Context: an optimization exercise on an open-source flow, tuned for small area and a short achievable clock period. The choices shown serve that exercise and are no tape-out recipe.
The RTL was checked by simulation tests, not by an equivalence proof against the original design.
Power is estimated from default activity; no workload was simulated.

== branch willow ==
==> flow/design.v (excerpt) <==
module gpu (
    input clk,
    input rst,
    input [1:0] shape,
    input [23:0] color,
    input signed [11:0] x0,
    input signed [11:0] y0,
    input signed [11:0] x1,
    input signed [11:0] y1,
    input signed [11:0] x2,
    input signed [11:0] y2,
    input signed [11:0] cx,
    input signed [11:0] cy,
    input [11:0] radius,
    output reg [23:0] pixel,
    output reg [9:0] counterX,
    output reg [9:0] counterY,
    output reg terminated,
    output reg write_done
);
Size in the first run: roughly 180 I/O pins.
clock: 11.0 ns
lec_check: 0
abc_area: 1
cap_margin: 20
core_margin: 2
core_utilization: 65
cts_buf_list: sky130_fd_sc_hd__clkbuf_8
cts_cluster_diameter: 60
cts_cluster_size: 14
slew_margin: 20
tns_end_percent: 0
standard.sh (not shown) runs the stock make flow with config.mk's settings and CLKGATE_MAP_FILE= SYNTH_SCRIPT=/design/flow/synth_recipe.tcl, a recipe that flattens the netlist after the stock synthesis.
==> flow/flow/run.sh <==
#!/bin/bash
set -euo pipefail
export BUFFER_PORTS_ARGS="-buffer_cell sky130_fd_sc_hd__buf_1"
export SETUP_SLACK_MARGIN=8.3
bash standard.sh synth > synth.log 2>&1
bash standard.sh > layout.log 2>&1
branch willow ran to completion and came out clean on the timing, DRC and antenna checks.
Inputs modified between branch willow and branch lagoon:
-- flow/design.v --
<<< branch willow, line 66
    reg xs_x1s, xs_x1z, xs_y1, xs_y0, xs_ph, xs_x0, xs_m1;
    reg ys_x0, ys_y0, ys_p, ys_a, ys_cy;
    reg mul, t_div, c_sq, first;
    reg inv_s, cin_s;
    always @(posedge clk) begin
>>> branch lagoon, line 66
    reg xs_x1s, xs_x1z, xs_y1, xs_y0, xs_ph, xs_x0, xs_m1;
    reg ys_x0, ys_y0, ys_p, ys_a, ys_cy;
    reg t_fin, c_fl, c_fu, r_fl, r_fu, r_chk, r_chk2, c_lpr, n_emp;
    reg neg, mul, t_div, c_sq, first, wB, wA, wPl, wPh, wSd, clrB, clrA, fin, rot;
    reg inv_s, cin_s;
    always @(posedge clk) begin
<<< branch willow, line 81
        ys_a   <= ~start & (n_div | n_cfl | n_cfu | (n_lh & ru));
        ys_cy  <= ~start & n_rowsel & ~wrap;
        mul    <= ~start & n_mul;
        t_div  <= ~start & n_div;
        c_sq   <= ~start & n_sq;
        first  <= n_first;
        inv_s  <= ~start & ((n_div & ~n_first & (~Dn ^ sa)) | (n_sq & ~n_first & ~Dn) |
                            (n_div & n_first & ~sa) | (n_sq & n_first) |
>>> branch lagoon, line 82
        ys_a   <= ~start & (n_div | n_cfl | n_cfu | (n_lh & ru));
        ys_cy  <= ~start & n_rowsel & ~wrap;
        t_fin  <= ~start & n_tfin;
        c_fl   <= ~start & n_cfl;
        c_fu   <= ~start & n_cfu;
        r_fl   <= ~start & n_rfl;
        r_fu   <= ~start & n_rfu;
        r_chk  <= ~start & n_rchk;
        r_chk2 <= ~start & n_rchk2;
        c_lpr  <= ~start & n_clpr;
        n_emp  <= ~start & n_none;
        neg    <= ~start & n_neg;
        mul    <= ~start & n_mul;
        t_div  <= ~start & n_div;
        c_sq   <= ~start & n_sq;
        first  <= n_first;
        wB     <= ~start & (n_t_lb | n_clbr);
        wA     <= ~start & n_t_la;
        wPl    <= ~start & (n_ld | n_clpr | n_rchk | n_rchk2);
        wPh    <= ~start & n_lh;
        wSd    <= ~start & n_ld;
        clrB   <= ~start & c_ & k15;
        clrA   <= ~start & n_clbr;
        fin    <= ~start & (n_tfin | n_cfl | n_cfu | n_rfl | n_rfu);
        rot    <= ~start & (n_tfin | n_rrot);
        inv_s  <= ~start & ((n_div & ~n_first & (~Dn ^ sa)) | (n_sq & ~n_first & ~Dn) |
                            (n_div & n_first & ~sa) | (n_sq & n_first) |
<<< branch willow, line 95
                            n_cfl | (n_mul & sb) | (n_tfin & (sd ^ sa)));
    end
    reg [1:0] edq;
    reg [4:0] stq;
    always @(posedge clk) begin
        edq <= start ? 2'd3 : edg;
        stq <= stp;
    end
    wire aq  = (edq != 2'd3);
    wire tq  = aq & s_tri;
    wire cq  = aq & s_cir & (edq == 2'd0);
    wire rq  = aq & s_rect & (edq == 2'd0);
    wire q0 = (stq == 5'd0), q1 = (stq == 5'd1), q2 = (stq == 5'd2), q3 = (stq == 5'd3);
    wire q4 = (stq == 5'd4), q5 = (stq == 5'd5), q15 = (stq == 5'd15), q28 = (stq == 5'd28);
    wire q29 = (stq == 5'd29), q30 = (stq == 5'd30);
    wire t_fin  = tq & q30;
    wire c_fl   = cq & q28;
    wire c_fu   = cq & q29;
    wire r_fl   = rq & q1;
    wire r_fu   = rq & q2;
    wire r_chk  = rq & q0;
    wire r_chk2 = rq & q3;
    wire c_lpr  = cq & q3;
    wire n_emp  = aq & s_none & (edq == 2'd0) & q0;
    wire neg    = (tq & q3) | (cq & q1);
    wire wB     = (tq & q1) | (cq & q2);
    wire wA     = tq & q2;
    wire wPl    = (tq & q0) | (cq & q0) | c_lpr | r_chk | r_chk2;
    wire wPh    = tq & q4;
    wire wSd    = (tq & q0) | (cq & q0);
    wire clrB   = cq & q15;
    wire clrA   = cq & q2;
    wire fin    = t_fin | c_fl | c_fu | r_fl | r_fu;
    wire rot    = t_fin | (rq & (q2 | q4 | q5));
    wire sat = P[12];                        
    wire tneg = sd ^ sa;                     
>>> branch lagoon, line 115
                            n_cfl | (n_mul & sb) | (n_tfin & (sd ^ sa)));
    end
    wire sat = P[12];                        
    wire tneg = sd ^ sa;                     
--- outcome ---
- Of the two values seen for endpoint of the most critical setup path, counterY[7] was produced by branch willow and counterY[1] by branch lagoon.
- When branch lagoon is set beside branch willow, its final RePlAce weighted congestion turns out to be about 0.65% smaller.
- Post-route minimum period: branch willow and branch lagoon compared, higher one is branch willow
- branch lagoon completed every stage of the flow, and the final layout passed the timing, DRC and antenna checks.
- branch lagoon vs. branch willow: largest net degree at the start of global routing up 2, proportion of power drawn by combinational gates down 0.2 points, area fraction of clock buffers and clock inverters down 0.28 points, clock skew down 8.2 ps.

==> static timing again, ports no longer ideal <==
No port has a modelled driver above. Below, the same layouts with a new extraction and two added sets of constraints. Step 1: set_driving_cell puts a clkbuf_16 on clk and a buf_2 on each other input, an assumption about the parent block. Step 2, shift: input delay + t, output delay - t, t = (earliest + latest rising clock arrival at the registers) / 2. This alone moves slack from input paths to output paths. a / b / c = no drivers / after step 1 / after step 2; a / b = the first two.
run | t (ns) | setup WS [ns] | worst setup path at the end | latest minus earliest clock arrival (ns) | worst data-port slew with drivers (ns)
branch willow | 0.657 | 7.676 / 7.627 / 7.289 | input to register | 0.040 / 0.039 | 0.06
branch lagoon | 0.647 | 7.694 / 7.647 / 7.202 | input to register | 0.031 / 0.031 | 0.06
After both steps setup and hold are still met in every run listed. The setup slack of branch lagoon, which loses most, moves by -0.047 ns with the drivers and by -0.492 ns with both steps.
